This is an optimization exercise on Yosys and OpenROAD, whose aim is small area and a short achievable clock period, not a production implementation. In this exercise RTL edits were held to simulation tests only and were not proved equivalent to the original. Power and IR drop assume default switching activity.

$ cat flow/design.v
module RGB_to_Gray(input CLK, input [7:0] R, input [7:0] G, input [7:0] B, input In_Valid, output reg [7:0] Gray, output reg Out_Valid);
    reg [7:0] r, g, b; reg v0;
    always @(posedge CLK) begin r <= R; g <= G; b <= B; v0 <= In_Valid; end
    wire w8 = ({r[7], r[6], r[5], r[4], r[3], r[2], r[1], r[0]} >= 8'd2);
    wire w9 = ({r[7], r[6], r[5], r[4], r[3], r[2], r[1], r[0]} >= 8'd4);
    wire w10 = ({r[7], r[6], r[5], r[4], r[3], r[2], r[1], r[0]} >= 8'd7);
    wire w11 = ({r[7], r[6], r[5], r[4], r[3], r[2], r[1], r[0]} >= 8'd14);
    wire w12 = ({r[7], r[6], r[5], r[4], r[3], r[2], r[1], r[0]} >= 8'd27);
    wire w13 = ({r[7], r[6], r[5], r[4], r[3], r[2], r[1], r[0]} >= 8'd54);
    wire w14 = ({r[7], r[6], r[5], r[4], r[3], r[2], r[1], r[0]} >= 8'd108);
    wire w15 = ({r[7], r[6], r[5], r[4], r[3], r[2], r[1], r[0]} >= 8'd215);
    wire w24 = ({g[7], g[6], g[5], g[4], g[3], g[2], g[1], g[0]} >= 8'd2);
    wire w25 = ({g[7], g[6], g[5], g[4], g[3], g[2], g[1], g[0]} >= 8'd4);
    wire w26 = ({g[7], g[6], g[5], g[4], g[3], g[2], g[1], g[0]} >= 8'd7);
    wire w27 = ({g[7], g[6], g[5], g[4], g[3], g[2], g[1], g[0]} >= 8'd14);
    wire w28 = ({g[7], g[6], g[5], g[4], g[3], g[2], g[1], g[0]} >= 8'd28);
    wire w29 = ({g[7], g[6], g[5], g[4], g[3], g[2], g[1], g[0]} >= 8'd55);
    wire w30 = ({g[7], g[6], g[5], g[4], g[3], g[2], g[1], g[0]} >= 8'd110);
    wire w31 = ({g[7], g[6], g[5], g[4], g[3], g[2], g[1], g[0]} >= 8'd219);
    wire w41 = ({b[7], b[6], b[5], b[4], b[3], b[2], b[1], b[0]} >= 8'd3);
    wire w42 = ({b[7], b[6], b[5], b[4], b[3], b[2], b[1], b[0]} >= 8'd5);
    wire w43 = ({b[7], b[6], b[5], b[4], b[3], b[2], b[1], b[0]} >= 8'd9);
    wire w44 = ({b[7], b[6], b[5], b[4], b[3], b[2], b[1], b[0]} >= 8'd18);
    wire w45 = ({b[7], b[6], b[5], b[4], b[3], b[2], b[1], b[0]} >= 8'd36);
    wire w46 = ({b[7], b[6], b[5], b[4], b[3], b[2], b[1], b[0]} >= 8'd71);
    wire w47 = ({b[7], b[6], b[5], b[4], b[3], b[2], b[1], b[0]} >= 8'd141);
    wire w48_0, w48_1; ha u48 (r[2], r[1], w48_0, w48_1);
    wire w49_0, w49_1; fa u49 (r[3], r[2], r[1], w49_0, w49_1);
    wire w50_0, w50_1; fa u50 (r[4], r[3], r[2], w50_0, w50_1);
    wire w51_0, w51_1; fa u51 (r[5], r[4], r[3], w51_0, w51_1);
    wire w52_0, w52_1; fa u52 (r[6], r[5], r[4], w52_0, w52_1);
    wire w53_0, w53_1; fa u53 (r[7], r[6], r[5], w53_0, w53_1);
    wire w54_0, w54_1; ha u54 (r[1], r[0], w54_0, w54_1);
    wire w55_0, w55_1; fa u55 (r[0], w48_0, w11, w55_0, w55_1);
    wire w56_0, w56_1; fa u56 (w48_1, w12, w49_0, w56_0, w56_1);
    wire w57_0, w57_1; fa u57 (w49_1, w13, w50_0, w57_0, w57_1);
    wire w58_0, w58_1; fa u58 (w50_1, w14, w51_0, w58_0, w58_1);
    wire w59_0, w59_1; fa u59 (w51_1, w15, w52_0, w59_0, w59_1);
    wire w60_0, w60_1; fa u60 (r[0], w52_1, w53_0, w60_0, w60_1);
    wire w61_0, w61_1; ha u61 (r[0], w9, w61_0, w61_1);
    wire w62_0, w62_1; fa u62 (w54_0, w10, w61_1, w62_0, w62_1);
    wire w63_0, w63_1; fa u63 (w54_1, w55_0, w62_1, w63_0, w63_1);
    wire w64_0, w64_1; fa u64 (w55_1, w56_0, w63_1, w64_0, w64_1);
    wire w65_0, w65_1; fa u65 (w56_1, w57_0, w64_1, w65_0, w65_1);
    wire w66_0, w66_1; fa u66 (w57_1, w58_0, w65_1, w66_0, w66_1);
    wire w67_0, w67_1; fa u67 (w58_1, w59_0, w66_1, w67_0, w67_1);
    wire w68_0, w68_1; fa u68 (p59_1_1, p60_0_1, p67_1_1, w68_0, w68_1);
    wire w69_0, w69_1; ha u69 (g[4], g[0], w69_0, w69_1);
    wire w70_0, w70_1; fa u70 (g[5], g[1], w31, w70_0, w70_1);
    wire w71_0, w71_1; fa u71 (g[6], g[2], g[0], w71_0, w71_1);
    wire w72_0, w72_1; ha u72 (g[0], w26, w72_0, w72_1);
    wire w73_0, w73_1; fa u73 (g[1], w27, w72_1, w73_0, w73_1);
    wire w74_0, w74_1; fa u74 (g[2], w28, w73_1, w74_0, w74_1);
    wire w75_0, w75_1; fa u75 (g[3], w29, w74_1, w75_0, w75_1);
    wire w76_0, w76_1; fa u76 (w69_0, w30, w75_1, w76_0, w76_1);
    wire w77_0, w77_1; fa u77 (w69_1, w70_0, w76_1, w77_0, w77_1);
    wire w78_0, w78_1; fa u78 (p70_1_1, p71_0_1, p77_1_1, w78_0, w78_1);
    wire w79 = ~w8;
    wire w80 = w61_0 & w79;
    wire w81 = ~w24;
    wire w82 = w25 & w81;
    wire w83 = ~w9;
    wire w84 = w62_0 & w83;
    wire w85 = ~w25;
    wire w86 = w72_0 & w85;
    wire w87 = ~w10;
    wire w88 = w63_0 & w87;
    wire w89 = ~w26;
    wire w90 = w73_0 & w89;
    wire w91 = ~w11;
    wire w92 = w64_0 & w91;
    wire w93 = ~w27;
    wire w94 = w74_0 & w93;
    wire w95 = ~w12;
    wire w96 = w65_0 & w95;
    wire w97 = ~w28;
    wire w98 = w75_0 & w97;
    wire w99 = ~w13;
    wire w100 = w66_0 & w99;
    wire w101 = ~w29;
    wire w102 = w76_0 & w101;
    wire w103 = ~p14_0_1;
    wire w104 = p67_0_1 & w103;
    wire w105 = ~w30;
    wire w106 = w77_0 & w105;
    wire w107 = ~w15;
    wire w108 = w68_0 & p107_0_1;
    wire w109 = ~p31_0_1;
    wire w110 = w78_0 & w109;
    wire w111_0, w111_1; ha u111 (r[7], r[6], w111_0, w111_1);
    wire w112_0, w112_1; fa u112 (r[7], r[2], r[0], w112_0, w112_1);
    wire w113_0, w113_1; fa u113 (g[7], g[3], g[1], w113_0, w113_1);
    wire w114_0, w114_1; fa u114 (r[3], r[1], r[0], w114_0, w114_1);
    wire w115_0, w115_1; fa u115 (r[4], r[2], r[1], w115_0, w115_1);
    wire w116_0, w116_1; fa u116 (r[5], r[3], r[2], w116_0, w116_1);
    wire w117_0, w117_1; ha u117 (r[0], g[6], w117_0, w117_1);
    wire w118_0, w118_1; fa u118 (r[6], r[4], r[3], w118_0, w118_1);
    wire w119_0, w119_1; fa u119 (r[1], g[7], g[5], w119_0, w119_1);
    wire w120_0, w120_1; fa u120 (r[7], r[5], r[4], w120_0, w120_1);
    wire w121_0, w121_1; ha u121 (r[2], g[6], w121_0, w121_1);
    wire w122_0, w122_1; fa u122 (r[6], r[5], r[3], w122_0, w122_1);
    wire w123_0, w123_1; ha u123 (g[7], g[6], w123_0, w123_1);
    wire w124_0, w124_1; fa u124 (r[7], r[6], r[4], w124_0, w124_1);
    wire w125_0, w125_1; ha u125 (r[0], g[7], w125_0, w125_1);
    wire w126_0, w126_1; ha u126 (r[7], r[5], w126_0, w126_1);
    wire w127_0, w127_1; ha u127 (r[5], r[2], w127_0, w127_1);
    wire w128_0, w128_1; fa u128 (r[6], r[3], r[2], w128_0, w128_1);
    wire w129_0, w129_1; fa u129 (r[7], r[4], r[3], w129_0, w129_1);
    wire w130_0, w130_1; fa u130 (r[5], r[4], r[1], w130_0, w130_1);
    wire w131_0, w131_1; fa u131 (r[6], r[5], r[2], w131_0, w131_1);
    wire w132_0, w132_1; ha u132 (r[7], r[6], w132_0, w132_1);
    wire w133_0, w133_1; fa u133 (r[1], w111_0, w53_1, w133_0, w133_1);
    wire w134_0, w134_1; fa u134 (g[0], w111_1, w71_1, w134_0, w134_1);
    wire w135_0, w135_1; ha u135 (w112_0, w113_0, w135_0, w135_1);
    wire w136_0, w136_1; fa u136 (g[4], g[2], g[1], w136_0, w136_1);
    wire w137_0, w137_1; fa u137 (w112_1, w113_1, w114_0, w137_0, w137_1);
    wire w138_0, w138_1; fa u138 (g[5], g[3], g[2], w138_0, w138_1);
    wire w139_0, w139_1; fa u139 (g[0], w114_1, w115_0, w139_0, w139_1);
    wire w140_0, w140_1; fa u140 (g[4], g[3], g[1], w140_0, w140_1);
    wire w141_0, w141_1; fa u141 (w117_0, w115_1, w116_0, w141_0, w141_1);
    wire w142_0, w142_1; fa u142 (g[4], g[2], w117_1, w142_0, w142_1);
    wire w143_0, w143_1; fa u143 (w116_1, w118_0, w119_0, w143_0, w143_1);
    wire w144_0, w144_1; fa u144 (g[5], g[3], w121_0, w144_0, w144_1);
    wire w145_0, w145_1; fa u145 (w118_1, w119_1, w120_0, w145_0, w145_1);
    wire w146_0, w146_1; fa u146 (g[4], g[0], w121_1, w146_0, w146_1);
    wire w147_0, w147_1; fa u147 (w123_0, w120_1, w122_0, w147_0, w147_1);
    wire w148_0, w148_1; fa u148 (g[5], g[1], w123_1, w148_0, w148_1);
    wire w149_0, w149_1; fa u149 (w125_0, w122_1, w124_0, w149_0, w149_1);
    wire w150_0, w150_1; fa u150 (r[1], g[6], g[2], w150_0, w150_1);
    wire w151_0, w151_1; fa u151 (w125_1, w126_0, w124_1, w151_0, w151_1);
    wire w152_0, w152_1; fa u152 (r[6], r[2], g[7], w152_0, w152_1);
    wire w153_0, w153_1; fa u153 (g[3], g[0], w126_1, w153_0, w153_1);
    wire w154_0, w154_1; fa u154 (r[7], r[3], r[0], w154_0, w154_1);
    wire w155_0, w155_1; fa u155 (g[4], g[1], g[0], w155_0, w155_1);
    wire w156_0, w156_1; fa u156 (r[4], r[1], r[0], w156_0, w156_1);
    wire w157_0, w157_1; fa u157 (g[5], g[2], g[1], w157_0, w157_1);
    wire w158_0, w158_1; fa u158 (r[1], g[6], g[3], w158_0, w158_1);
    wire w159_0, w159_1; fa u159 (g[2], g[0], w127_0, w159_0, w159_1);
    wire w160_0, w160_1; fa u160 (g[7], g[4], g[3], w160_0, w160_1);
    wire w161_0, w161_1; fa u161 (g[1], w127_1, w128_0, w161_0, w161_1);
    wire w162_0, w162_1; fa u162 (r[0], g[5], g[4], w162_0, w162_1);
    wire w163_0, w163_1; fa u163 (g[2], w128_1, w129_0, w163_0, w163_1);
    wire w164_0, w164_1; fa u164 (g[6], g[5], g[3], w164_0, w164_1);
    wire w165_0, w165_1; fa u165 (g[0], w129_1, w130_0, w165_0, w165_1);
    wire w166_0, w166_1; fa u166 (g[7], g[6], g[4], w166_0, w166_1);
    wire w167_0, w167_1; fa u167 (g[1], w130_1, w131_0, w167_0, w167_1);
    wire w168_0, w168_1; fa u168 (r[3], g[7], g[5], w168_0, w168_1);
    wire w169_0, w169_1; fa u169 (g[2], w132_0, w131_1, w169_0, w169_1);
    wire w170_0, w170_1; fa u170 (r[7], r[4], g[6], w170_0, w170_1);
    wire w171_0, w171_1; ha u171 (g[3], w132_1, w171_0, w171_1);
    wire w172_0, w172_1; ha u172 (r[5], g[7], w172_0, w172_1);
    wire w173_0, w173_1; ha u173 (w133_0, w60_1, w173_0, w173_1);
    wire w174_0, w174_1; fa u174 (w133_1, w135_0, w134_0, w174_0, w174_1);
    wire w175_0, w175_1; fa u175 (w136_0, w135_1, w134_1, w175_0, w175_1);
    wire w176_0, w176_1; fa u176 (w136_1, w138_0, w137_1, w176_0, w176_1);
    wire w177_0, w177_1; fa u177 (w138_1, w140_0, w139_1, w177_0, w177_1);
    wire w178_0, w178_1; fa u178 (w140_1, w142_0, w141_1, w178_0, w178_1);
    wire w179_0, w179_1; fa u179 (w142_1, w144_0, w143_1, w179_0, w179_1);
    wire w180_0, w180_1; fa u180 (w144_1, w146_0, w145_1, w180_0, w180_1);
    wire w181_0, w181_1; fa u181 (w146_1, w148_0, w147_1, w181_0, w181_1);
    wire w182_0, w182_1; fa u182 (w150_0, w148_1, w149_1, w182_0, w182_1);
    wire w183_0, w183_1; fa u183 (w150_1, w152_0, w153_0, w183_0, w183_1);
    wire w184_0, w184_1; fa u184 (w152_1, w154_0, w155_0, w184_0, w184_1);
    wire w185_0, w185_1; fa u185 (w154_1, w155_1, w156_0, w185_0, w185_1);
    wire w186_0, w186_1; fa u186 (w156_1, w157_1, w158_0, w186_0, w186_1);
    wire w187_0, w187_1; fa u187 (w158_1, w160_0, w159_1, w187_0, w187_1);
    wire w188_0, w188_1; fa u188 (w160_1, w162_0, w161_1, w188_0, w188_1);
    wire w189_0, w189_1; fa u189 (w162_1, w164_0, w163_1, w189_0, w189_1);
    wire w190_0, w190_1; fa u190 (w164_1, w166_0, w165_1, w190_0, w190_1);
    wire w191_0, w191_1; fa u191 (w166_1, w168_0, w167_1, w191_0, w191_1);
    wire w192_0, w192_1; fa u192 (w168_1, w170_0, w171_0, w192_0, w192_1);
    wire w193_0, w193_1; fa u193 (g[4], w172_0, w170_1, w193_0, w193_1);
    wire w194_0, w194_1; ha u194 (r[6], g[5], w194_0, w194_1);
    wire w195_0, w195_1; ha u195 (p173_0_1, w110, w195_0, w195_1);
    wire w196_0, w196_1; fa u196 (p173_1_1, p174_0_1, w78_1, w196_0, w196_1);
    wire w197_0, w197_1; fa u197 (w137_0, w174_1, w175_0, w197_0, w197_1);
    wire w198_0, w198_1; fa u198 (w139_0, w175_1, w176_0, w198_0, w198_1);
    wire w199_0, w199_1; fa u199 (w141_0, w176_1, w177_0, w199_0, w199_1);
    wire w200_0, w200_1; fa u200 (w143_0, w177_1, w178_0, w200_0, w200_1);
    wire w201_0, w201_1; fa u201 (w145_0, w178_1, w179_0, w201_0, w201_1);
    wire w202_0, w202_1; fa u202 (w147_0, w179_1, w180_0, w202_0, w202_1);
    wire w203_0, w203_1; fa u203 (w149_0, w180_1, w181_0, w203_0, w203_1);
    wire w204_0, w204_1; fa u204 (w151_0, w181_1, w182_0, w204_0, w204_1);
    wire w205_0, w205_1; fa u205 (w151_1, w183_0, w182_1, w205_0, w205_1);
    wire w206_0, w206_1; fa u206 (w153_1, w184_0, w183_1, w206_0, w206_1);
    wire w207_0, w207_1; fa u207 (w157_0, w184_1, w185_0, w207_0, w207_1);
    wire w208_0, w208_1; fa u208 (w159_0, w185_1, w186_0, w208_0, w208_1);
    wire w209_0, w209_1; fa u209 (w186_1, w161_0, w187_0, w209_0, w209_1);
    wire w210_0, w210_1; fa u210 (w163_0, w187_1, w188_0, w210_0, w210_1);
    wire w211_0, w211_1; fa u211 (w165_0, w188_1, w189_0, w211_0, w211_1);
    wire w212_0, w212_1; fa u212 (w167_0, w189_1, w190_0, w212_0, w212_1);
    wire w213_0, w213_1; fa u213 (w169_0, w190_1, w191_0, w213_0, w213_1);
    wire w214_0, w214_1; fa u214 (w169_1, w192_0, w191_1, w214_0, w214_1);
    wire w215_0, w215_1; fa u215 (w171_1, w193_0, w192_1, w215_0, w215_1);
    wire w216_0, w216_1; fa u216 (w172_1, w194_0, w193_1, w216_0, w216_1);
    wire w217_0, w217_1; fa u217 (r[7], g[6], w194_1, w217_0, w217_1);
    wire w219 = w205_1 & w206_0;
    wire w220 = w206_1 | w207_0;
    wire w221 = w206_1 & w207_0;
    wire w222 = w207_1 | w208_0;
    wire w223 = w207_1 & w208_0;
    wire w224 = w208_1 | w209_0;
    wire w225 = w208_1 & w209_0;
    wire w226 = w209_1 | w210_0;
    wire w227 = w209_1 & w210_0;
    wire w228 = w210_1 | w211_0;
    wire w229 = w210_1 & w211_0;
    wire w230 = w211_1 | w212_0;
    wire w231 = w211_1 & w212_0;
    wire w232 = w212_1 | w213_0;
    wire w233 = w212_1 & w213_0;
    wire w234 = p213_1_1 | p214_0_1;
    wire w235 = p213_1_1 & p214_0_1;
    wire w236 = p214_1_1 | p215_0_1;
    wire w237 = p214_1_1 & p215_0_1;
    wire w238 = p215_1_1 | p216_0_1;
    wire w239 = p215_1_1 & p216_0_1;
    wire w240 = p216_1_1 | p217_0_1;
    wire w241 = p216_1_1 & p217_0_1;
    wire w242 = p217_1_1 | p23_0_1;
    wire w243 = p217_1_1 & p23_0_1;
    wire w244 = w221 | (w220 & w219);
    wire w246 = w225 | (w224 & w223);
    wire w247 = w224 & w222;
    wire w248 = w229 | (w228 & w227);
    wire w249 = w228 & w226;
    wire w250 = w233 | (w232 & w231);
    wire w251 = w232 & w230;
    wire w252 = w237 | (w236 & w235);
    wire w253 = w236 & w234;
    wire w254 = w241 | (w240 & w239);
    wire w255 = w240 & w238;
    wire w258 = w246 | (w247 & w244);
    wire w260 = w231 | (w230 & w248);
    wire w261 = w230 & w249;
    wire w262 = w250 | (w251 & w248);
    wire w263 = w251 & w249;
    wire w264 = w239 | (w238 & w252);
    wire w265 = w238 & w253;
    wire w266 = w254 | (w255 & w252);
    wire w267 = w255 & w253;
    wire w268 = w227 | (w226 & w258);
    wire w270 = w248 | (w249 & w258);
    wire w272 = w260 | (w261 & w258);
    wire w274 = w262 | (w263 & w258);
    wire w276 = w243 | (w242 & w266);
    wire w277 = w242 & w267;
    wire w278 = w235 | (w234 & p274_0_1);
    wire w280 = w252 | (w253 & p274_0_1);
    wire w282 = w264 | (w265 & p274_0_1);
    wire w284 = w266 | (w267 & p274_0_1);
    wire w286 = w276 | (w277 & p274_0_1);
    wire w288 = |{w210_1, w211_1, w212_1, w213_1, w214_1, w215_1, w216_1, w217_1, w211_0, w212_0, w213_0, w214_0, w215_0, w216_0, w217_0, g[7], w268};
    wire w289 = |{w211_1, w212_1, w213_1, w214_1, w215_1, w216_1, w217_1, w212_0, w213_0, w214_0, w215_0, w216_0, w217_0, g[7], w270};
    wire w290 = |{w212_1, w213_1, w214_1, w215_1, w216_1, w217_1, w213_0, w214_0, w215_0, w216_0, w217_0, g[7], w272};
    wire w291 = |{p213_1_1, p214_1_1, p215_1_1, p216_1_1, p217_1_1, p214_0_1, p215_0_1, p216_0_1, p217_0_1, p23_0_1, p274_0_1};
    wire w292 = |{p214_1_1, p215_1_1, p216_1_1, p217_1_1, p215_0_1, p216_0_1, p217_0_1, p23_0_1, w278};
    wire w293 = |{p215_1_1, p216_1_1, p217_1_1, p216_0_1, p217_0_1, p23_0_1, w280};
    wire w294 = |{p216_1_1, p217_1_1, p217_0_1, p23_0_1, w282};
    wire w295 = |{p217_1_1, p23_0_1, w284};
    wire w296 = |{w286};
    wire w297 = ~b[0];
    wire w298 = ~b[1];
    wire w299 = ~b[2];
    wire w300 = ~b[3];
    wire w301 = ~b[4];
    wire w302 = ~b[5];
    wire w303 = ~b[6];
    wire w304 = ~b[7];
    wire w305_0, w305_1; fa u305 (b[6], b[4], b[2], w305_0, w305_1);
    wire w306_0, w306_1; ha u306 (b[7], b[5], w306_0, w306_1);
    wire w307_0, w307_1; ha u307 (b[6], b[4], w307_0, w307_1);
    wire w308_0, w308_1; ha u308 (b[7], b[5], w308_0, w308_1);
    wire w309_0, w309_1; ha u309 (b[4], b[2], w309_0, w309_1);
    wire w310_0, w310_1; fa u310 (b[5], b[3], b[1], w310_0, w310_1);
    wire w311_0, w311_1; fa u311 (w297, w47, w305_0, w311_0, w311_1);
    wire w312_0, w312_1; fa u312 (b[3], w298, w306_0, w312_0, w312_1);
    wire w313_0, w313_1; fa u313 (b[0], w299, w306_1, w313_0, w313_1);
    wire w314_0, w314_1; fa u314 (b[1], w300, w307_1, w314_0, w314_1);
    wire w315_0, w315_1; fa u315 (b[6], b[2], w301, w315_0, w315_1);
    wire w316_0, w316_1; ha u316 (b[2], b[0], w316_0, w316_1);
    wire w317_0, w317_1; fa u317 (b[3], b[1], w44, w317_0, w317_1);
    wire w318_0, w318_1; fa u318 (b[0], w309_0, w45, w318_0, w318_1);
    wire w319_0, w319_1; fa u319 (w309_1, w46, w310_0, w319_0, w319_1);
    wire w320; xn u320 (w310_1, w311_0, w320);
    wire w321 = w310_1 | w311_0;
    wire w322_0, w322_1; fa u322 (w305_1, w312_0, w311_1, w322_0, w322_1);
    wire w323_0, w323_1; fa u323 (w307_0, w312_1, w313_0, w323_0, w323_1);
    wire w324_0, w324_1; fa u324 (w308_0, w313_1, w314_0, w324_0, w324_1);
    wire w325_0, w325_1; fa u325 (w308_1, w315_0, w314_1, w325_0, w325_1);
    wire w326_0, w326_1; ha u326 (b[0], w41, w326_0, w326_1);
    wire w327_0, w327_1; fa u327 (b[1], w42, w326_1, w327_0, w327_1);
    wire w328_0, w328_1; fa u328 (w316_0, w43, w327_1, w328_0, w328_1);
    wire w329_0, w329_1; fa u329 (w316_1, w317_0, w328_1, w329_0, w329_1);
    wire w330_0, w330_1; fa u330 (w317_1, w318_0, w329_1, w330_0, w330_1);
    wire w331_0, w331_1; fa u331 (w318_1, w319_0, w330_1, w331_0, w331_1);
    wire w332_0, w332_1; fa u332 (w319_1, w320, w331_1, w332_0, w332_1);
    wire w333_0, w333_1; fa u333 (p321_0_1, p322_0_1, p332_1_1, w333_0, w333_1);
    wire w334_0, w334_1; fa u334 (p322_1_1, p323_0_1, w333_1, w334_0, w334_1);
    wire w335_0, w335_1; fa u335 (p323_1_1, p324_0_1, w334_1, w335_0, w335_1);
    wire w336_0, w336_1; fa u336 (p324_1_1, p325_0_1, w335_1, w336_0, w336_1);
    wire w337 = ~w42;
    wire w338 = w328_0 & w337;
    wire w339 = w338 & w288;
    wire w340 = ~p339_0_1;
    wire w341 = ~w43;
    wire w342 = w329_0 & w341;
    wire w343 = w342 & w289;
    wire w344 = ~p343_0_1;
    wire w345 = ~w44;
    wire w346 = w330_0 & w345;
    wire w347 = p346_0_1 & p290_0_1;
    wire w348 = ~w347;
    wire w349 = ~w45;
    wire w350 = w331_0 & w349;
    wire w351 = p350_0_1 & w291;
    wire w352 = ~w351;
    wire w353 = ~w46;
    wire w354 = w332_0 & w353;
    wire w355 = p354_0_1 & w292;
    wire w356 = ~w355;
    wire w357 = ~w47;
    wire w358 = w333_0 & p357_0_1;
    wire w359 = w358 & w293;
    wire w360 = ~w359;
    wire w361 = w334_0 & w294;
    wire w362 = ~w361;
    wire w363 = w335_0 & w295;
    wire w364 = ~w363;
    wire w365 = w336_0 & w296;
    wire w366 = ~w365;
    wire w367_0, w367_1; fa u367 (b[7], b[3], w302, w367_0, w367_1);
    wire w368_0, w368_1; ha u368 (w297, w315_1, w368_0, w368_1);
    wire w369_0, w369_1; ha u369 (b[4], w303, w369_0, w369_1);
    wire w370_0, w370_1; ha u370 (b[7], b[5], w370_0, w370_1);
    wire w371_0, w371_1; ha u371 (b[6], b[1], w371_0, w371_1);
    wire w372_0, w372_1; ha u372 (b[7], b[2], w372_0, w372_1);
    wire w373_0, w373_1; fa u373 (w367_0, w368_0, w325_1, w373_0, w373_1);
    wire w374_0, w374_1; fa u374 (w298, w369_0, w367_1, w374_0, w374_1);
    wire w375_0, w375_1; ha u375 (w368_1, w197_0, w375_0, w375_1);
    wire w376_0, w376_1; fa u376 (b[5], w304, w299, w376_0, w376_1);
    wire w377_0, w377_1; fa u377 (w369_1, w197_1, w198_0, w377_0, w377_1);
    wire w378_0, w378_1; fa u378 (b[6], w300, w198_1, w378_0, w378_1);
    wire w379 = ~w199_0;
    wire w380_0, w380_1; fa u380 (b[7], w301, w297, w380_0, w380_1);
    wire w381_0, w381_1; ha u381 (w199_1, w200_0, w381_0, w381_1);
    wire w382_0, w382_1; fa u382 (w302, w298, w200_1, w382_0, w382_1);
    wire w383_0, w383_1; fa u383 (b[0], w303, w299, w383_0, w383_1);
    wire w384_0, w384_1; fa u384 (b[1], w304, w300, w384_0, w384_1);
    wire w385_0, w385_1; fa u385 (b[2], b[0], w301, w385_0, w385_1);
    wire w386_0, w386_1; ha u386 (w203_1, w204_0, w386_0, w386_1);
    wire w387_0, w387_1; fa u387 (b[3], b[1], w302, w387_0, w387_1);
    wire w388; xn u388 (w204_1, w205_0, w388);
    wire w389 = w204_1 | w205_0;
    wire w390_0, w390_1; fa u390 (b[4], b[2], w303, w390_0, w390_1);
    wire w391_0, w391_1; fa u391 (w297, w206_0, w205_1, w391_0, w391_1);
    wire w392_0, w392_1; fa u392 (b[5], b[3], w304, w392_0, w392_1);
    wire w393_0, w393_1; fa u393 (w298, w207_0, w206_1, w393_0, w393_1);
    wire w394_0, w394_1; fa u394 (b[6], b[4], w299, w394_0, w394_1);
    wire w395; xn u395 (w207_1, w208_0, w395);
    wire w396 = w207_1 | w208_0;
    wire w397_0, w397_1; fa u397 (b[0], w300, w370_0, w397_0, w397_1);
    wire w398; xn u398 (w208_1, w209_0, w398);
    wire w399 = w208_1 | w209_0;
    wire w400_0, w400_1; fa u400 (w301, w370_1, w371_0, w400_0, w400_1);
    wire w401; xn u401 (w209_1, w210_0, w401);
    wire w402 = w209_1 | w210_0;
    wire w403_0, w403_1; fa u403 (w302, w371_1, w372_0, w403_0, w403_1);
    wire w404; xn u404 (w210_1, w211_0, w404);
    wire w405 = w210_1 | w211_0;
    wire w406_0, w406_1; fa u406 (b[3], w303, w372_1, w406_0, w406_1);
    wire w407; xn u407 (w211_1, w212_0, w407);
    wire w408 = w211_1 | w212_0;
    wire w409_0, w409_1; fa u409 (b[4], w304, w212_1, w409_0, w409_1);
    wire w410 = ~w213_0;
    wire w411_0, w411_1; ha u411 (b[5], w213_1, w411_0, w411_1);
    wire w412_0, w412_1; ha u412 (p38_0_1, p215_0_1, w412_0, w412_1);
    wire w413_0, w413_1; ha u413 (p39_0_1, p216_0_1, w413_0, w413_1);
    wire w414_0, w414_1; ha u414 (w80, w338, w414_0, w414_1);
    wire w415_0, w415_1; fa u415 (w82, w84, w342, w415_0, w415_1);
    wire w416_0, w416_1; fa u416 (w86, w88, w346, w416_0, w416_1);
    wire w417_0, w417_1; fa u417 (p90_0_1, p92_0_1, p350_0_1, w417_0, w417_1);
    wire w418_0, w418_1; fa u418 (p94_0_1, p96_0_1, p354_0_1, w418_0, w418_1);
    wire w419_0, w419_1; fa u419 (p98_0_1, p100_0_1, w358, w419_0, w419_1);
    wire w420_0, w420_1; fa u420 (p102_0_1, w104, w334_0, w420_0, w420_1);
    wire w421_0, w421_1; fa u421 (p106_0_1, w108, w335_0, w421_0, w421_1);
    wire w422_0, w422_1; fa u422 (w68_1, w195_0, w336_0, w422_0, w422_1);
    wire w423_0, w423_1; fa u423 (p373_0_1, w196_0, w195_1, w423_0, w423_1);
    wire w424_0, w424_1; fa u424 (w374_0, w373_1, w375_0, w424_0, w424_1);
    wire w425_0, w425_1; fa u425 (w376_0, w374_1, w375_1, w425_0, w425_1);
    wire w426_0, w426_1; fa u426 (w376_1, w379, w377_1, w426_0, w426_1);
    wire w427_0, w427_1; fa u427 (w380_0, w199_0, w378_1, w427_0, w427_1);
    wire w428_0, w428_1; fa u428 (w380_1, w201_0, w381_1, w428_0, w428_1);
    wire w429_0, w429_1; fa u429 (w383_0, w201_1, w202_0, w429_0, w429_1);
    wire w430_0, w430_1; fa u430 (w383_1, w384_0, w202_1, w430_0, w430_1);
    wire w431_0, w431_1; fa u431 (w384_1, w385_0, w386_0, w431_0, w431_1);
    wire w432_0, w432_1; fa u432 (w385_1, w387_0, w388, w432_0, w432_1);
    wire w433_0, w433_1; fa u433 (w387_1, w390_0, w389, w433_0, w433_1);
    wire w434_0, w434_1; fa u434 (w390_1, w392_0, w393_0, w434_0, w434_1);
    wire w435_0, w435_1; fa u435 (w392_1, w394_0, w395, w435_0, w435_1);
    wire w436_0, w436_1; fa u436 (w394_1, w397_0, w396, w436_0, w436_1);
    wire w437_0, w437_1; fa u437 (w397_1, w400_0, w399, w437_0, w437_1);
    wire w438_0, w438_1; fa u438 (w400_1, w403_0, w402, w438_0, w438_1);
    wire w439_0, w439_1; fa u439 (w403_1, w406_0, w405, w439_0, w439_1);
    wire w440_0, w440_1; fa u440 (w406_1, w410, w408, w440_0, w440_1);
    wire w441_0, w441_1; fa u441 (w214_0, w213_0, w411_0, w441_0, w441_1);
    wire w442_0, w442_1; fa u442 (p214_1_1, w412_0, p411_1_1, w442_0, w442_1);
    wire w443_0, w443_1; fa u443 (p215_1_1, w413_0, w412_1, w443_0, w443_1);
    wire w444_0, w444_1; fa u444 (p217_0_1, p216_1_1, w413_1, w444_0, w444_1);
    wire w445_0, w445_1; ha u445 (p23_0_1, p217_1_1, w445_0, w445_1);
    wire w446_0, w446_1; ha u446 (p414_0_1, w340, w446_0, w446_1);
    wire w447_0, w447_1; fa u447 (p414_1_1, p415_0_1, w344, w447_0, w447_1);
    wire w448_0, w448_1; fa u448 (p415_1_1, p416_0_1, w348, w448_0, w448_1);
    wire w449_0, w449_1; fa u449 (p416_1_1, w352, w417_0, w449_0, w449_1);
    wire w450_0, w450_1; fa u450 (w417_1, w356, w418_0, w450_0, w450_1);
    wire w451_0, w451_1; fa u451 (w418_1, w360, w419_0, w451_0, w451_1);
    wire w452_0, w452_1; fa u452 (w419_1, w362, w420_0, w452_0, w452_1);
    wire w453_0, w453_1; fa u453 (w420_1, w364, w421_0, w453_0, w453_1);
    wire w454_0, w454_1; fa u454 (w421_1, w366, w422_0, w454_0, w454_1);
    wire w455_0, w455_1; fa u455 (w423_0, w336_1, w422_1, w455_0, w455_1);
    wire w456_0, w456_1; fa u456 (p424_0_1, w196_1, w423_1, w456_0, w456_1);
    wire w457_0, w457_1; fa u457 (w377_0, w424_1, w425_0, w457_0, w457_1);
    wire w458_0, w458_1; fa u458 (p378_0_1, p425_1_1, p426_0_1, w458_0, w458_1);
    wire w459_0, w459_1; fa u459 (w381_0, w426_1, w427_0, w459_0, w459_1);
    wire w460_0, w460_1; fa u460 (w382_0, w427_1, w428_0, w460_0, w460_1);
    wire w461_0, w461_1; fa u461 (w382_1, w429_0, w428_1, w461_0, w461_1);
    wire w462_0, w462_1; fa u462 (w203_0, w429_1, w430_0, w462_0, w462_1);
    wire w463; xn u463 (w430_1, w431_0, w463);
    wire w464 = w430_1 | w431_0;
    wire w465_0, w465_1; fa u465 (w386_1, w432_0, w431_1, w465_0, w465_1);
    wire w466_0, w466_1; fa u466 (w391_0, w432_1, w433_0, w466_0, w466_1);
    wire w467_0, w467_1; fa u467 (w391_1, w433_1, w434_0, w467_0, w467_1);
    wire w468_0, w468_1; fa u468 (w393_1, w435_0, w434_1, w468_0, w468_1);
    wire w469_0, w469_1; fa u469 (w398, w435_1, w436_0, w469_0, w469_1);
    wire w470_0, w470_1; fa u470 (w436_1, w401, w437_0, w470_0, w470_1);
    wire w471_0, w471_1; fa u471 (w404, w437_1, w438_0, w471_0, w471_1);
    wire w472_0, w472_1; fa u472 (w407, w438_1, w439_0, w472_0, w472_1);
    wire w473_0, w473_1; fa u473 (w409_0, w439_1, w440_0, w473_0, w473_1);
    wire w474_0, w474_1; fa u474 (w409_1, w440_1, w441_0, w474_0, w474_1);
    wire w475; xn u475 (p441_1_1, w442_0, w475);
    wire w476 = p441_1_1 | w442_0;
    wire w477; xn u477 (w443_0, w442_1, w477);
    wire w478 = w443_0 | w442_1;
    wire w479; xn u479 (w444_0, w443_1, w479);
    wire w480 = w444_0 | w443_1;
    wire w481; xn u481 (w445_0, w444_1, w481);
    wire w482 = w445_0 | w444_1;
    wire w483 = ~w445_1;
    wire w484 = w446_1 | w447_0;
    wire w485 = w446_1 & w447_0;
    wire w486 = w447_1 | w448_0;
    wire w487 = w447_1 & w448_0;
    wire w488 = w448_1 | w449_0;
    wire w489 = w448_1 & w449_0;
    wire w490 = w449_1 | w450_0;
    wire w491 = w449_1 & w450_0;
    wire w492 = w450_1 | w451_0;
    wire w493 = w450_1 & w451_0;
    wire w494 = w451_1 | w452_0;
    wire w495 = w451_1 & w452_0;
    wire w496 = w452_1 | w453_0;
    wire w497 = w452_1 & w453_0;
    wire w498 = w453_1 | w454_0;
    wire w499 = w453_1 & w454_0;
    wire w500 = w454_1 | w455_0;
    wire w501 = w454_1 & w455_0;
    wire w502 = w455_1 | w456_0;
    wire w503 = w455_1 & w456_0;
    wire w504 = w456_1 | p457_0_1;
    wire w505 = w456_1 & p457_0_1;
    wire w506 = p457_1_1 | w458_0;
    wire w507 = p457_1_1 & w458_0;
    wire w508 = w458_1 | p459_0_1;
    wire w509 = w458_1 & p459_0_1;
    wire w510 = p459_1_1 | p460_0_1;
    wire w511 = p459_1_1 & p460_0_1;
    wire w512 = p460_1_1 | p461_0_1;
    wire w513 = p460_1_1 & p461_0_1;
    wire w514 = w461_1 | w462_0;
    wire w515 = w461_1 & w462_0;
    wire w516 = w462_1 | w463;
    wire w517 = w462_1 & w463;
    wire w518 = p464_0_1 | p465_0_1;
    wire w519 = p464_0_1 & p465_0_1;
    wire w520 = w465_1 | w466_0;
    wire w521 = w465_1 & w466_0;
    wire w522 = w466_1 | w467_0;
    wire w523 = w466_1 & w467_0;
    wire w524 = p467_1_1 | p468_0_1;
    wire w525 = p467_1_1 & p468_0_1;
    wire w526 = p468_1_1 | p469_0_1;
    wire w527 = p468_1_1 & p469_0_1;
    wire w528 = w469_1 | w470_0;
    wire w529 = w469_1 & w470_0;
    wire w530 = p470_1_1 | p471_0_1;
    wire w531 = p470_1_1 & p471_0_1;
    wire w532_0, w532_1; ha u532 (p471_1_1, p472_0_1, w532_0, w532_1);
    wire w533_0, w533_1; ha u533 (p472_1_2, p473_0_2, w533_0, w533_1);
    wire w534_0, w534_1; ha u534 (p473_1_1, p474_0_1, w534_0, w534_1);
    wire w535_0, w535_1; ha u535 (p474_1_1, w475, w535_0, w535_1);
    wire w536_0, w536_1; ha u536 (w476, w477, w536_0, w536_1);
    wire w537_0, w537_1; ha u537 (w478, w479, w537_0, w537_1);
    wire w538_0, w538_1; ha u538 (w480, w481, w538_0, w538_1);
    wire w539_0, w539_1; ha u539 (w482, w483, w539_0, w539_1);
    wire w540 = w531 | (w530 & p529_0_1);
    wire w541 = w530 & p528_0_1;
    wire w542 = w527 | (w526 & w525);
    wire w543 = w526 & w524;
    wire w544 = w540 | (w541 & w542);
    wire w545 = w541 & w543;
    wire w546 = p523_0_1 | (p522_0_1 & p521_0_1);
    wire w547 = p522_0_1 & p520_0_1;
    wire w548 = w546 | (w547 & w519);
    wire w549 = w547 & w518;
    wire w550 = w544 | (w545 & w548);
    wire w551 = w545 & w549;
    wire w552 = w517 | (w516 & w515);
    wire w553 = p516_0_1 & p514_0_1;
    wire w554 = p552_0_1 | (w553 & w513);
    wire w555 = w553 & w512;
    wire w556 = w511 | (w510 & w509);
    wire w557 = w510 & w508;
    wire w558 = w556 | (w557 & w507);
    wire w559 = w557 & w506;
    wire w560 = w554 | (w555 & w558);
    wire w561 = w555 & w559;
    wire w562 = w550 | (w551 & w560);
    wire w563 = w551 & w561;
    wire w564 = w505 | (w504 & w503);
    wire w565 = w504 & w502;
    wire w566 = w564 | (w565 & w501);
    wire w567 = w565 & w500;
    wire w568 = w499 | (w498 & w497);
    wire w569 = w498 & w496;
    wire w570 = w568 | (w569 & w495);
    wire w571 = w569 & w494;
    wire w572 = w566 | (w567 & w570);
    wire w573 = w567 & w571;
    wire w574 = w493 | (w492 & w491);
    wire w575 = w492 & w490;
    wire w576 = w574 | (w575 & w489);
    wire w577 = w575 & w488;
    wire w578 = w487 | (w486 & w485);
    wire w579 = w486 & w484;
    wire w580 = w578 | (w579 & w446_0);
    wire w581 = w576 | (w577 & w580);
    wire w583 = w572 | (w573 & w581);
    wire w585 = w562 | (w563 & w583);
    wire w587 = w533_1 | (w533_0 & p532_1_1);
    wire w588 = w533_0 & p532_0_1;
    wire w589 = p535_1_1 | (p535_0_1 & p534_1_1);
    wire w590 = p535_0_1 & p534_0_1;
    wire w591 = w537_1 | (w537_0 & w536_1);
    wire w592 = p537_0_1 & p536_0_1;
    wire w595 = p534_1_1 | (p534_0_1 & w587);
    wire w596 = p534_0_1 & w588;
    wire w597 = w589 | (w590 & w587);
    wire w598 = w590 & w588;
    wire w599 = w538_1 | (w538_0 & w591);
    wire w600 = p538_0_1 & w592;
    wire w603 = p536_1_1 | (p536_0_1 & w597);
    wire w604 = p536_0_1 & w598;
    wire w605 = p591_0_1 | (w592 & w597);
    wire w606 = w592 & w598;
    wire w607 = p599_0_1 | (w600 & w597);
    wire w608 = w600 & w598;
    wire w611 = p532_1_1 | (p532_0_1 & p585_0_1);
    wire w612 = w587 | (w588 & p585_0_1);
    wire w613 = w595 | (w596 & p585_0_1);
    wire w614 = w597 | (w598 & p585_0_1);
    wire w615 = w603 | (w604 & p585_0_1);
    wire w616 = w605 | (w606 & p585_0_1);
    wire w617 = w607 | (w608 & p585_0_1);
    wire w619; xr u619 (p532_0_1, p585_0_1, w619);
    wire w620; xr u620 (w533_0, w611, w620);
    wire w621; xr u621 (p534_0_1, w612, w621);
    wire w622; xr u622 (p535_0_1, w613, w622);
    wire w623; xr u623 (p536_0_1, w614, w623);
    wire w624; xr u624 (p537_0_1, w615, w624);
    wire w625; xr u625 (p538_0_1, w616, w625);
    wire w626; xr u626 (p539_0_1, w617, w626);
    reg p23_0_1;
    reg p38_0_1;
    reg p39_0_1;
    reg p14_0_1;
    reg p59_1_1;
    reg p60_0_1;
    reg p67_1_1;
    reg p31_0_1;
    reg p70_1_1;
    reg p71_0_1;
    reg p77_1_1;
    reg p67_0_1;
    reg p107_0_1;
    reg p173_0_1;
    reg p173_1_1;
    reg p174_0_1;
    reg p213_1_1;
    reg p214_0_1;
    reg p214_1_1;
    reg p215_0_1;
    reg p215_1_1;
    reg p216_0_1;
    reg p216_1_1;
    reg p217_0_1;
    reg p217_1_1;
    reg p274_0_1;
    reg p321_0_1;
    reg p322_0_1;
    reg p332_1_1;
    reg p322_1_1;
    reg p323_0_1;
    reg p323_1_1;
    reg p324_0_1;
    reg p324_1_1;
    reg p325_0_1;
    reg p339_0_1;
    reg p343_0_1;
    reg p346_0_1;
    reg p290_0_1;
    reg p350_0_1;
    reg p354_0_1;
    reg p357_0_1;
    reg p90_0_1;
    reg p92_0_1;
    reg p94_0_1;
    reg p96_0_1;
    reg p98_0_1;
    reg p100_0_1;
    reg p102_0_1;
    reg p106_0_1;
    reg p373_0_1;
    reg p411_1_1;
    reg p414_0_1;
    reg p414_1_1;
    reg p415_0_1;
    reg p415_1_1;
    reg p416_0_1;
    reg p416_1_1;
    reg p424_0_1;
    reg p378_0_1;
    reg p425_1_1;
    reg p426_0_1;
    reg p441_1_1;
    reg p457_0_1;
    reg p457_1_1;
    reg p459_0_1;
    reg p459_1_1;
    reg p460_0_1;
    reg p460_1_1;
    reg p461_0_1;
    reg p464_0_1;
    reg p465_0_1;
    reg p467_1_1;
    reg p468_0_1;
    reg p468_1_1;
    reg p469_0_1;
    reg p470_1_1;
    reg p471_0_1;
    reg p471_1_1;
    reg p472_0_1;
    reg p472_1_1;
    reg p472_1_2;
    reg p473_0_1;
    reg p473_0_2;
    reg p473_1_1;
    reg p474_0_1;
    reg p474_1_1;
    reg p529_0_1;
    reg p528_0_1;
    reg p523_0_1;
    reg p522_0_1;
    reg p521_0_1;
    reg p520_0_1;
    reg p516_0_1;
    reg p514_0_1;
    reg p552_0_1;
    reg p532_1_1;
    reg p532_0_1;
    reg p535_1_1;
    reg p535_0_1;
    reg p534_1_1;
    reg p534_0_1;
    reg p537_0_1;
    reg p536_1_1;
    reg p536_0_1;
    reg p538_0_1;
    reg p591_0_1;
    reg p599_0_1;
    reg p585_0_1;
    reg p539_0_1;
    always @(posedge CLK) begin
        p23_0_1 <= g[7];
        p38_0_1 <= b[6];
        p39_0_1 <= b[7];
        p14_0_1 <= w14;
        p59_1_1 <= w59_1;
        p60_0_1 <= w60_0;
        p67_1_1 <= w67_1;
        p31_0_1 <= w31;
        p70_1_1 <= w70_1;
        p71_0_1 <= w71_0;
        p77_1_1 <= w77_1;
        p67_0_1 <= w67_0;
        p107_0_1 <= w107;
        p173_0_1 <= w173_0;
        p173_1_1 <= w173_1;
        p174_0_1 <= w174_0;
        p213_1_1 <= w213_1;
        p214_0_1 <= w214_0;
        p214_1_1 <= w214_1;
        p215_0_1 <= w215_0;
        p215_1_1 <= w215_1;
        p216_0_1 <= w216_0;
        p216_1_1 <= w216_1;
        p217_0_1 <= w217_0;
        p217_1_1 <= w217_1;
        p274_0_1 <= w274;
        p321_0_1 <= w321;
        p322_0_1 <= w322_0;
        p332_1_1 <= w332_1;
        p322_1_1 <= w322_1;
        p323_0_1 <= w323_0;
        p323_1_1 <= w323_1;
        p324_0_1 <= w324_0;
        p324_1_1 <= w324_1;
        p325_0_1 <= w325_0;
        p339_0_1 <= w339;
        p343_0_1 <= w343;
        p346_0_1 <= w346;
        p290_0_1 <= w290;
        p350_0_1 <= w350;
        p354_0_1 <= w354;
        p357_0_1 <= w357;
        p90_0_1 <= w90;
        p92_0_1 <= w92;
        p94_0_1 <= w94;
        p96_0_1 <= w96;
        p98_0_1 <= w98;
        p100_0_1 <= w100;
        p102_0_1 <= w102;
        p106_0_1 <= w106;
        p373_0_1 <= w373_0;
        p411_1_1 <= w411_1;
        p414_0_1 <= w414_0;
        p414_1_1 <= w414_1;
        p415_0_1 <= w415_0;
        p415_1_1 <= w415_1;
        p416_0_1 <= w416_0;
        p416_1_1 <= w416_1;
        p424_0_1 <= w424_0;
        p378_0_1 <= w378_0;
        p425_1_1 <= w425_1;
        p426_0_1 <= w426_0;
        p441_1_1 <= w441_1;
        p457_0_1 <= w457_0;
        p457_1_1 <= w457_1;
        p459_0_1 <= w459_0;
        p459_1_1 <= w459_1;
        p460_0_1 <= w460_0;
        p460_1_1 <= w460_1;
        p461_0_1 <= w461_0;
        p464_0_1 <= w464;
        p465_0_1 <= w465_0;
        p467_1_1 <= w467_1;
        p468_0_1 <= w468_0;
        p468_1_1 <= w468_1;
        p469_0_1 <= w469_0;
        p470_1_1 <= w470_1;
        p471_0_1 <= w471_0;
        p471_1_1 <= w471_1;
        p472_0_1 <= w472_0;
        p472_1_1 <= w472_1;
        p472_1_2 <= p472_1_1;
        p473_0_1 <= w473_0;
        p473_0_2 <= p473_0_1;
        p473_1_1 <= w473_1;
        p474_0_1 <= w474_0;
        p474_1_1 <= w474_1;
        p529_0_1 <= w529;
        p528_0_1 <= w528;
        p523_0_1 <= w523;
        p522_0_1 <= w522;
        p521_0_1 <= w521;
        p520_0_1 <= w520;
        p516_0_1 <= w516;
        p514_0_1 <= w514;
        p552_0_1 <= w552;
        p532_1_1 <= w532_1;
        p532_0_1 <= w532_0;
        p535_1_1 <= w535_1;
        p535_0_1 <= w535_0;
        p534_1_1 <= w534_1;
        p534_0_1 <= w534_0;
        p537_0_1 <= w537_0;
        p536_1_1 <= w536_1;
        p536_0_1 <= w536_0;
        p538_0_1 <= w538_0;
        p591_0_1 <= w591;
        p599_0_1 <= w599;
        p585_0_1 <= w585;
        p539_0_1 <= w539_0;
    end
    reg v1; always @(posedge CLK) v1 <= v0;
    reg v2; always @(posedge CLK) v2 <= v1;
    always @(posedge CLK) begin Gray <= {w626, w625, w624, w623, w622, w621, w620, w619}; Out_Valid <= v2; end
endmodule
module fa(input a, input b, input c, output s, output co);
    assign s = a ^ b ^ c;
    assign co = (a & b) | (a & c) | (b & c);
endmodule
module ha(input a, input b, output s, output co);
    assign s = a ^ b;
    assign co = a & b;
endmodule
module xr(input a, input b, output y);
    assign y = a ^ b;
endmodule
module xn(input a, input b, output y);
    assign y = ~(a ^ b);
endmodule
module ao(input g1, input p1, input g0, output y);
    assign y = g1 | (p1 & g0);
endmodule
module an2(input a, input b, output y);
    assign y = a & b;
endmodule
module or2(input a, input b, output y);
    assign y = a | b;
endmodule
$ cat flow/flow/run.sh
#!/bin/bash
# Standard ORFS layout with the standard synthesis unchanged. Port buffers are
# sky130_fd_sc_hd__buf_2, and timing repair is asked to reach a setup slack of
# 11.95 ns at the design's own clock period and constraints.
set -euo pipefail
export SETUP_SLACK_MARGIN=11.95
export CTS_ARGS="-sink_clustering_enable -repair_clock_nets -dont_use_dummy_load -buf_list sky130_fd_sc_hd__clkbuf_16 -sink_clustering_size 50 -sink_clustering_max_diameter 500 -sink_clustering_levels 1"
export BUFFER_PORTS_ARGS="-buffer_cell sky130_fd_sc_hd__buf_2"
bash standard.sh synth > synth.log 2>&1
bash standard.sh > layout.log 2>&1
$ cat flow/standard.sh
#!/bin/bash
# synth_recipe.tcl (not shown) runs the flow's synth.tcl, then flattens the netlist and writes it again
# the make line also repeats each setting of config.mk as NAME=value (left out here)
make -C /OpenROAD-flow-scripts/flow DESIGN_CONFIG=/design/flow/config.mk WORK_HOME=/design/flow/orfs CLKGATE_MAP_FILE= SYNTH_SCRIPT=/design/flow/synth_recipe.tcl "${@:-finish}"
$ cat flow/config.mk
export PLATFORM = sky130hd
export DESIGN_NAME = RGB_to_Gray
export DESIGN_NICKNAME = RGB_to_Gray
export VERILOG_FILES = /design/flow/design.v
export SDC_FILE = /design/flow/constraint.sdc
export NUM_CORES = 8
export LEC_CHECK = 0
export CAP_MARGIN = 20
export CORE_MARGIN = 2
export CORE_UTILIZATION = 60
export CTS_BUF_LIST = sky130_fd_sc_hd__clkbuf_8
export PLACE_DENSITY = 0.75
export SLEW_MARGIN = 20
export SYNTH_HIERARCHICAL = 1
export SYNTH_MINIMUM_KEEP_SIZE = 0
$ cat flow/constraint.sdc
create_clock -name core_clock -period 16.0 [get_ports {CLK}]
set_input_delay 3.2000 -clock core_clock [delete_from_list [all_inputs] [get_ports {CLK}]]
set_output_delay 3.2000 -clock core_clock [all_outputs]
set_load 0.01 [all_outputs]
==> results of run 1 <==
-- logic make-up (layout without fill, tap and decap cells) --
group | Yosys count | count (layout) | share of synthesized area (%)
adder cells (fa/ha/maj) | 275 | 275 | 54.0
flip-flops | 146 | 146 | 31.0
AND/OR/NAND/NOR | 113 | 113 | 6.06
AO/OA/AOI/OAI | 79 | 79 | 5.93
buffers and inverters | 26 | 106 | 1.04
XOR/XNOR | 20 | 20 | 1.86
other | 1 | 1 | 0.0398
-- per-module statistics from Yosys (local to each module, per instance) --
module	flops+latches	copies in the design	cells
xn	0	12	1
RGB_to_Gray	146	1	372
xr	0	8	1
ha	0	47	1
fa	0	221	1
-- report_power, final --
part | leakage, nW | switching (mW) | internal (mW) | total (mW)
Sequential | 1.23 | 0.0786 | 0.493 | 0.571
Combinational | 2.92 | 0.541 | 0.509 | 1.05
Clock | 0.209 | 0.128 | 0.183 | 0.312
Total | 4.35 | 0.748 | 1.19 | 1.93
-- through the flow --
stage	setup WS, ns	cell area [sq um]	hold slack, ns	cells
global route	11.87	10600	0.340	951
CTS	11.92	10300	0.326	922
finish	11.94	10600	0.324	951
floorplan	11.99	9420	0.310	660
global placement	11.77	9850	0.315	905
detailed placement	11.66	9850	0.313	905
-- flip-flops by register name (all words and copies together) (netlist names), 8 cells and up --
register and count:
g 8, r 8, Gray 8, b 8
-- layout make-up --
cell class                 count  area (sq um)  area share [%]
clock buffer                  17           425            4.00
inverter                      26           104           0.977
multi-input combinational    488          6420            60.4
sequential                   146          2980            28.0
tap                          211           264            2.48
timing repair buffer          63           438            4.12
-- placed cells by master (no fill, tap or decap), types with 12 or more instances in the layout --
cell type	netlist	final
fa_1	221	217
a21oi_1	15	15
and3_1	12	12
xnor2_1	12	12
nand2_1	22	22
dfxtp_1	146	121
buf_2	0	30
ha_1	47	47
buf_4	0	27
or2_2	19	19
inv_1	26	22
clkbuf_16	0	17
nor2_1	27	26
dfxtp_2	0	14
-- worst max-delay path by stage --
| stage | start | endpoint | cells after the start |
|---|---|---|---|
| final | Gray[4]$_DFF_P_ | Gray[4] | 1 |
| after global routing | b[6]$_DFF_P_ | p354_0_1$_DFF_P_ | 12 |
| after CTS | Gray[4]$_DFF_P_ | Gray[4] | 1 |
| after detailed placement | r[2]$_DFF_P_ | p528_0_1$_DFF_P_ | 8 |
| after global placement | r[1]$_DFF_P_ | p522_0_1$_DFF_P_ | 7 |
| after floorplan | r[1]$_DFF_P_ | p522_0_1$_DFF_P_ | 7 |
-- repair_timing --
action,4_1_cts,5_1_grt
gates cloned,0,0
pin swaps,2,4
gates resized for setup,26,21
endpoints found under the setup margin,32,19
setup buffers,0,29
-- layer usage --
metal | up-vias | GRT usage [%] | wire length [microns]
met5 | - | 0 | 0
met4 | 0 | 9.14 | 543
met3 | 32 | 5.70 | 962
met2 | 180 | 43.8 | 10400
met1 | 2839 | 35.9 | 8320
li1 | 2361 | - | -
-- worst reg2reg max path, cell delays in order (launching register included) --
cell     delay (ns)
dfxtp_4        0.40
buf_12         0.14
nor4_2         0.42
nand2_1        0.18
ha_1           0.24
fa_1           0.39
fa_1           0.41
fa_1           0.42
fa_1           0.40
fa_1           0.41
fa_1           0.44
==> run notes, run 1 <==
- DRC: 0
- Post-synthesis instance total: 660
- Most used DFF post-synth: dfxtp_1
- Hold path depth: 0
- Hold_sp: v1$_DFF_P_
- Reg2Reg Launch Point: r[4]$_DFF_P_
- Global-route wire length before repair: approximately 32000 microns
- GRT Total Usage: a little over a quarter
- WS Path Type: flip-flop to output port
- Routed WL: 20300 microns
- Mapped Avg Cell Area: 14.3 sq um
- WHS Endpoint: v2$_DFF_P_
- Leak Pwr: 4.35 nW
- Period utilization: between 20 and 30%
- Final Wtd Congestion: 0.905
- Remaining Overflow, GRT: 0
- Yosys reg bits: around 150
- Vias/cell: 5.69
- Slowest cell delay on critical path: 0.32 ns
- Launching element type of the critical path: flip-flop
- RSZ-0062 raised after global routing: yes
- Io pins: 35
- Final min period: ~4 ns
- WP data required: between 10 and 15 ns
- CP bufs+invs: 1
- Slowest cell on the critical path: dfxtp_2
- Dpl hpwl: between 15000 and 20000 microns
- Hold Buf Count CTS: 0
- Top delay family on crit path: flip-flops
- Cell accounting for the most synthesized area: fa_1
- Width of the chip: 129 microns
- Yosys top cell area share: a little under half
- Diode count: 0
- Die H: about 130 microns
- Post-layout util: 69.7%
- CP Capture Type: output port
- Seq/Total Area, Yosys: 31.0%
- Filler cell count: 1013
- Syn nets: 954
- Sink Count: about 150
- Worst VDD drop: 0.136 mV
- Reg2reg path depth: 10
- Port Buffers: 34
- Largest net degree at the start of global routing: 18
- R2r endpoint: p67_0_1$_DFF_P_
- Max_cap viols: 0
- Core area: 15300 sq um
- FF-to-FF setup slack: 12.04 ns
- Layout Skew: 0.0177 ns
- Clock buffer depth: 2
- Relative slew slack: 52.6%
- Yosys Warn Count: 7
- Commonest cells post-synth: fa_1, dfxtp_1, ha_1
- TritonCTS Buffers: 17
- Root Driver: clkbuf_16
- Wire length per cell: 21.3 microns
- Status: no timing/DRC/antenna violations
- Post-synth EDFFs: 0
- Vias in the first global route: a little under 6000
- Ys async rst share: 0%
- F_max: approximately 0.25 GHz
- Share of cells above drive strength 1: 19.1%
- PD cells: 182 nW/um^2
- Layout net count: 1036
- Std-Cell Rows: 45
- Worst-path cell chain: buf_6
- Slew @ Worst Pin: 0.710 ns
- DR vias: ~5400
- Starting density of the core: 61.7%
- Clock slew at reported path FFs: about 0.060 ns
- Routed Antenna Nets: 0
- Final TNS setup: 0 ns
- H-tree depth: 4
- Die area: 16700 sq um
- CTS tree: built
- Fin. max-slew vios: 0
- First DRT Iteration DRCs: 375
- Initial antenna violation count: 0
- Most frequent cell after synthesis: fa_1
- Latest clock arrival within the worst-skew pair: between 0.4 and 0.5 ns
- Arrival time at the worst endpoint: between 0.8 and 0.9 ns
- Setup Viol. Count Final: 0
- Critical path fanouts, max: 1
- Synth area leaders: fa_1, dfxtp_1, ha_1
- Distinct cells, synth: 44
- Cell Area, Synth: about 9400 sq um
- Final hold viol count: 0
- First-pass DRT Iterations: 4
- Pwr Total: 1.93 mW
- HP Class: flip-flop to flip-flop
- Synth-to-Final Area Change: 12.9%
==> run 2: changes to the inputs <==
==> flow/flow/run.sh (replaced) <==
#!/bin/bash
# Standard ORFS layout with the standard synthesis unchanged. Port buffers are
# sky130_fd_sc_hd__buf_2, and timing repair is asked to reach a setup slack of
# 11.95 ns at the design's own clock period and constraints.
set -euo pipefail
export SETUP_SLACK_MARGIN=11.95
export CTS_ARGS="-repair_clock_nets -dont_use_dummy_load -buf_list sky130_fd_sc_hd__clkbuf_16 -distance_between_buffers 1000 -branching_point_buffers_distance 1000"
export BUFFER_PORTS_ARGS="-buffer_cell sky130_fd_sc_hd__buf_2"
bash standard.sh synth > synth.log 2>&1
bash standard.sh > layout.log 2>&1
==> run 2 against run 1 <==
  * Critical path depth stayed put
  * Sequential share of layout area grew 0.23 points
  * Worst hold slack got worse by 0.0070 ns
  * Clock power hardly changed
  * Power decreased by 0.42%
  * First-iteration DRC count grew 3.5%
  * Highest routed layer unchanged
==> run notes, run 2 <==
- Port Buffers: 34
- Synth-to-Final Area Change: 12.1%
- WP data required: 12.80 ns
- Distinct cells, synth: 44
- Top delay family on crit path: flip-flops
- H-tree depth: 4
- Diode count: 0
- Wire length per cell: 21.3 microns
- Slowest cell on the critical path: dfxtp_2
- HP Class: flip-flop to flip-flop
- Starting density of the core: 61.7%
- Worst-path cell chain: buf_6
- Ys async rst share: 0%
- Fin. max-slew vios: 0
- Sink Count: 146
- Most frequent cell after synthesis: fa_1
- First-pass DRT Iterations: 6
- Syn nets: between 900 and 1000
- Die area: 16700 sq um
- Final hold viol count: 0
- Initial antenna violation count: 0
- Leak Pwr: 4.31 nW
- CP Capture Type: output port
- DRC: 0
- Remaining Overflow, GRT: 0
- Most used DFF post-synth: dfxtp_1
- Dpl hpwl: roughly 15000 microns
- F_max: 0.246 GHz
- WS Path Type: flip-flop to output port
- RSZ-0062 raised after global routing: yes
- Vias in the first global route: ~5900
- Relative slew slack: 51.1%
- TritonCTS Buffers: 17
- Critical path fanouts, max: 1
- Routed Antenna Nets: 0
- Worst VDD drop: roughly 0.14 mV
- Final TNS setup: 0 ns
- Share of cells above drive strength 1: 18.1%
- Final Wtd Congestion: roughly 0.90
- Global-route wire length before repair: 32200 microns
- Launching element type of the critical path: flip-flop
- Vias/cell: 5.70
- Layout net count: ~1000
- CTS tree: built
- Worst hold slack: 0.317 ns
- CP bufs+invs: 1
- Seq/Total Area, Yosys: between 30 and 40%
- Latest clock arrival within the worst-skew pair: 0.43 ns
- Clock slew at reported path FFs: 0.07 ns
- Yosys top cell area share: 47.0%
- Yosys reg bits: 146
- First DRT Iteration DRCs: 388
- Final min period: 4.06 ns
- Status: no timing/DRC/antenna violations
- Std-Cell Rows: 45
- Post-synthesis instance total: 660
- Core area: roughly 15000 sq um
- Most frequent cells in the layout: fa_1, dfxtp_1, ha_1
- Commonest cells post-synth: fa_1, dfxtp_1, ha_1
- DR vias: 5383
- Cell Area, Synth: 9410 sq um
- Width of the chip: about 130 microns
- Leading cell type in the layout, fill and taps excluded: fa_1
- Slowest cell delay on critical path: between 0.3 and 0.4 ns
- Slew @ Worst Pin: about 0.73 ns
- Mapped Avg Cell Area: between 10 and 15 sq um
- Layout Skew: approximately 0.018 ns
- Post-synth EDFFs: 0
- Die H: 129 microns
- Largest net degree at the start of global routing: 18
- Cell accounting for the most synthesized area: fa_1
- Period utilization: 25.4%
- Io pins: 35
- PD cells: 182 nW/um^2
- Root Driver: clkbuf_16
- Yosys Warn Count: 7
- GRT Total Usage: 26.8%
- Arrival time at the worst endpoint: 0.86 ns
- Synth area leaders: fa_1, dfxtp_1, ha_1
- Routed WL: 20100 microns
- Max_cap viols: 0
- Clock buffer depth: 2
- Hold Buf Count CTS: 0
- Setup Viol. Count Final: 0
run 2: cell counts after synthesis:
No cell type changed its count.
run 2: layer usage:
| metal | wire length, microns | part of all wire (%) | vias to the layer above | global-route usage, % |
|---|---|---|---|---|
| li1 | - | - | 2351 | - |
| met1 | 8170 | 41 | 2840 | 35.7 |
| met2 | 10500 | 52 | 162 | 44.3 |
| met3 | 963 | 4.8 | 30 | 6.19 |
| met4 | 491 | 2.4 | 0 | 8.63 |
| met5 | 0 | 0 | - | 0 |
run 2: path summary, 6_finish.rpt:
check / from / end / slack [ns] / cells past startpoint
min reg2reg: p473_0_1$_DFF_P_ / p473_0_2$_DFF_P_ / 0.32 / 0
min: p473_0_1$_DFF_P_ / p473_0_2$_DFF_P_ / 0.32 / 0
max reg2reg: r[4]$_DFF_P_ / p67_0_1$_DFF_P_ / 12.04 / 10
max: Gray[4]$_DFF_P_ / Gray[4] / 11.94 / 1
run 2: what timing repair did:
item	4_1_cts	5_1_grt
resized for setup	26	21
setup endpoints to repair	34	17
buffers inserted	0	22
pin swaps	2	4
run 2: layout make-up:
class | count | area [sq um]
well taps | 211 | 264
clock buffers | 17 | 425
repair buffers | 56 | 360
fillers | 1022 | 4710
flip-flops and latches | 146 | 2980
inverters | 26 | 104
multi-input cells | 488 | 6410
run 2: Yosys stat by module (local to each module, per instance):
module       cells inside  copies in the design  flip-flops and latches
fa                      1                   221                       0
xn                      1                    12                       0
xr                      1                     8                       0
RGB_to_Gray           372                     1                     146
ha                      1                    47                       0
run 2: cell families (layout without fill, tap and decap cells):
| group | after synthesis | in the layout | share of synthesized area (%) |
|---|---|---|---|
| other | 1 | 1 | 0.0398 |
| AO/OA/AOI/OAI | 79 | 79 | 5.93 |
| XOR/XNOR | 20 | 20 | 1.86 |
| buffers and inverters | 26 | 99 | 1.04 |
| flip-flops | 146 | 146 | 31.0 |
| adder cells (fa/ha/maj) | 275 | 275 | 54.0 |
| AND/OR/NAND/NOR | 113 | 113 | 6.06 |
run 2: stage by stage:
stage / total power [mW] / instance area, sq um / utilization (%) / setup slack [ns] / std cells
2_1_floorplan: 1.29 / 9420 / - / 11.99 / 660
3_3_place_gp: 1.52 / 9850 / 64.6 / 11.77 / 905
3_5_place_dp: 1.58 / 9850 / 64.6 / 11.66 / 905
4_1_cts: 1.91 / 10300 / 67.7 / 11.91 / 922
5_1_grt: 2.10 / 10600 / 69.2 / 11.87 / 944
6_report: 1.92 / 10600 / 69.2 / 11.94 / 944
run 2: where the power goes:
group	total, mW	internal [mW]	switching, mW
Sequential	0.572	0.493	0.0790
Combinational	1.04	0.507	0.536
Clock	0.310	0.183	0.127

re-timing with driven ports:
In the flow no input, the clock included, has a driving cell. The finished layouts below were timed again as built, in two steps.
Step 1: set_driving_cell puts a clkbuf_16 on CLK and a buf_2 on each other input, an assumption about the parent block.
Step 2, shift: input delay + t, output delay - t, t = (earliest + latest rising clock arrival at the registers) / 2. This alone moves slack from input paths to output paths.
Slacks: ideal / step 1 / step 2; pairs: ideal / step 1.
run	t, ns	slack for setup (ns)	worst setup path after step 2	worst register clock-pin slew, ns
run 1	0.460	11.944 / 11.901 / 12.039	register to register	0.06 / 0.06
run 2	0.466	11.939 / 11.894 / 12.035	register to register	0.07 / 0.07
After both steps every run listed still meets setup and hold.
